This design comes from an exercise in tuning for small area, a short achievable clock period and few clock cycles on the open sky130 flow, not from production work.
In this exercise RTL edits were held to simulation tests only and were not proved equivalent to the original.
Power figures rest on the tool's default switching activity, not on a simulated workload.

==> flow/design.v (excerpt) <==
module seq_mult(d, done, clk, a, b, go, reset);
  output [63:0] d;
  output reg done;
  input clk;
  input [31:0] a, b;
  input go, reset;
  reg [31:0] m;               
  reg [31:0] q;               
  reg [31:0] hi;              
  reg [3:0] e1, e2, ng;      
  reg ngl;                    
  reg [33:0] s, c;           
  reg [7:0] slo;             
  reg [7:1] clo;             
  reg first;                  
  reg fa0;                    
  reg [2:0] cnt;
  function [11:0] benc(input [8:0] v);
    integer i;
    begin
      for (i = 0; i < 4; i = i + 1) begin
        benc[i] = v[2*i+1] ^ v[2*i];
        benc[4+i] = (v[2*i+2] & ~v[2*i+1] & ~v[2*i]) | (~v[2*i+2] & v[2*i+1] & v[2*i]);
        benc[8+i] = v[2*i+2];
      end
    end
  endfunction
  wire [11:0] enc_go = benc({a[8:1], 1'b0});
  wire [11:0] enc_nx = benc({q[16] & ~(cnt == 3'd2), q[15:8]});
  wire [9:0] lo = slo + {clo, 1'b0} + {ngl, 7'd0};
  wire [1:0] cy = lo[9:8] & {2{~first}};
  wire [33:0] si = {2'd0, m & {32{fa0}}} | s & {34{~first}};
  wire [33:0] ci = {first, 33'd0} | c & {34{~first}};
  wire [32:0] mx = {1'b0, m};
  wire [32:0] m2 = {m, 1'b0};
  wire [32:0] pp0 = (mx & {33{e1[0]}} | m2 & {33{e2[0]}}) ^ {33{ng[0]}};
  wire [32:0] pp1 = (mx & {33{e1[1]}} | m2 & {33{e2[1]}}) ^ {33{ng[1]}};
  wire [32:0] pp2 = (mx & {33{e1[2]}} | m2 & {33{e2[2]}}) ^ {33{ng[2]}};
  wire [32:0] pp3 = (mx & {33{e1[3]}} | m2 & {33{e2[3]}}) ^ {33{ng[3]}};
  wire hs1;
  wire hc2;
  wire hs3;
  wire hc4;
  wire fs5;
  wire fc6;
  wire ft7;
  wire hs8;
  wire hc9;
  wire fs10;
  wire fc11;
  wire ft12;
  wire fs13;
  wire fc14;
  wire ft15;
  wire fs16;
  wire fc17;
  wire ft18;
  wire fs19;
  ...
Size in the first run: about 1300 cells after synthesis, roughly 200 flip-flops.
clock: 3.3 ns
lec_check: 0
cap_margin: 20
core_margin: 2
core_utilization: 40
place_density: 0.6
setup_slack_margin: 0.45
slew_margin: 20
standard.sh (not shown) runs the stock make flow with config.mk's settings and CLKGATE_MAP_FILE= SYNTH_SCRIPT=/design/flow/synth_recipe.tcl, a recipe that flattens the netlist after the stock synthesis.
==> flow/flow/run.sh <==
#!/bin/bash
# The standard layout (standard.sh: standard synthesis and ORFS flow),
# except that buffer_ports puts sky130_fd_sc_hd__buf_2 cells on the ports
# instead of the delay buffers it picks by itself.
set -euo pipefail
cd "$(dirname "$0")/.."
bash standard.sh "BUFFER_PORTS_ARGS=-buffer_cell sky130_fd_sc_hd__buf_2" finish > make_finish.log 2>&1
Testbench counts at the start, summed over its fixed seeds: cycles 14,408.
Edit:
--- a/flow/design.v
+++ b/flow/design.v
@@ -868,46 +868,67 @@
   assign fs411 = ft413 ^ hs295;
   assign fc412 = (pp3[31] & hc294) | (ft413 & hs295);
   assign hs414 = ~pp3[32] ^ hc296;
   assign hc415 = ~pp3[32] & hc296;
   assign hs416 = ~ng[3] ^ pp3[32];
   assign hc417 = ~ng[3] & pp3[32];
   wire [41:0] ts = {hc417, hs416, hs414, fs411, fc406, fs405, fc400, fc397, fc394, fc391, fc388, fc385, fc382, fc379, fc376, fc373, fc370, fc367, fc364, fc361, fc358, fc355, fc352, fc349, fc346, fc343, fc340, fc337, fc334, fc331, fc328, fc325, fc322, fc319, fc316, fc313, fc310, fc307, fc304, fc301, fc298, fs297};
   wire [41:0] tc = {1'b0, hc415, fc412, fc409, fs408, fc403, fs402, fs399, fs396, fs393, fs390, fs387, fs384, fs381, fs378, fs375, fs372, fs369, fs366, fs363, fs360, fs357, fs354, fs351, fs348, fs345, fs342, fs339, fs336, fs333, fs330, fs327, fs324, fs321, fs318, fs315, fs312, fs309, fs306, fs303, fs300, 1'b0};
   wire [39:0] xa = {s[31:0], slo};
   wire [39:0] xb = {c[31:0], clo, 1'b0};
-  wire [39:0] sum = xa + xb;
+  wire [39:0] kp0 = xa ^ xb;
+  wire [39:0] kg0 = xa & xb;
+  wire [39:0] kg1, kp1;
+  assign kg1[0] = kg0[0];
+  assign kp1[0] = kp0[0];
+  genvar gi;
+  generate
+    for (gi = 1; gi < 40; gi = gi + 1) begin : kl1
+      assign kg1[gi] = xa[gi] & xb[gi] | xa[gi] & xa[gi-1] & xb[gi-1] | xb[gi] & xa[gi-1] & xb[gi-1];
+      assign kp1[gi] = (xa[gi] | xb[gi]) & (xa[gi-1] | xb[gi-1]);
+    end
+  endgenerate
+  wire [39:0] kg2 = kg1 | (kp1 & {kg1[37:0], 2'd0});
+  wire [39:0] kp2 = kp1 & {kp1[37:0], 2'd0};
+  wire [39:0] kg3 = kg2 | (kp2 & {kg2[35:0], 4'd0});
+  wire [39:0] kp3 = kp2 & {kp2[35:0], 4'd0};
+  wire [39:0] kg4 = kg3 | (kp3 & {kg3[31:0], 8'd0});
+  wire [39:0] kp4 = kp3 & {kp3[31:0], 8'd0};
+  wire [39:0] kg5 = kg4 | (kp4 & {kg4[23:0], 16'd0});
+  wire [39:0] kp5 = kp4 & {kp4[23:0], 16'd0};
+  wire [39:0] kg6 = kg5 | (kp5 & {kg5[7:0], 32'd0});
+  wire [39:0] kp6 = kp5 & {kp5[7:0], 32'd0};
+  wire [39:0] sum = kp0 ^ {kg6[38:0], 1'b0};
   always @(posedge clk, posedge reset)
     if (reset)
       done <= 1'b0;
     else if (go)
       done <= 1'b0;
     else if (cnt == 3'd4)
       done <= 1'b1;
   always @(posedge clk)
     if (go) begin
       first <= 1'b1;
       fa0 <= a[0];
       cnt <= 3'd0;
+      m <= b;
       q <= a;
       {ng, e2, e1} <= enc_go;
     end else begin
       first <= 1'b0;
       fa0 <= 1'b0;
       {ng, e2, e1} <= enc_nx;
       if (!done) begin
         cnt <= cnt + 3'd1;
         q <= {lo[7:0], q[31:8]};
       end
     end
-  always @(posedge clk)
-    m <= b & {32{go}} | m & {32{~go}};
   always @(posedge clk) begin
     s <= ts[41:8];
     c <= tc[41:8];
     slo <= ts[7:0];
     clo <= tc[7:1];
     ngl <= ng[3];
     if (!done && cnt == 3'd4)
       hi <= sum[39:8];
   end
   assign d = {hi, q};
After rerunning: Clock-buffer cell count went down by 1; critical path depth goes down by 1; die area is higher by a few percent; wire length rises by a few percent; cell count rises by a few percent; clock power rises by a few percent; global-route usage grows by 0.27 points; worst hold slack improves by 340 ps; non-clock buffer count went up by 26; utilization is higher by 0.36 points.
Testbench counts after the change, summed over its fixed seeds: cycles 14,408.

## afterwards: timing with drivers on the ports
How much do the figures lean on ideal ports? The routed layouts below were timed once more, with nothing changed but the port constraints.
Step 1, drivers: a clkbuf_16 drives clk and a buf_2 each remaining input, both assumed.
Step 2, shift: input delay + t, output delay - t, t = (earliest + latest rising clock arrival at the registers) / 2. This alone moves slack from input paths to output paths.
Slacks: ideal / step 1 / step 2; pairs: ideal / step 1.
run	shift t [ns]	setup slack, ns	hold slack, ns	worst register clock-pin slew, ns
the first run	0.498	0.454 / 0.454 / 0.454	0.028 / -0.003 / 0.495	0.08 / 0.08
the second run	0.504	0.494 / 0.494 / 0.494	0.371 / 0.339 / 0.553	0.09 / 0.09
After both steps setup and hold are still met in every run listed.
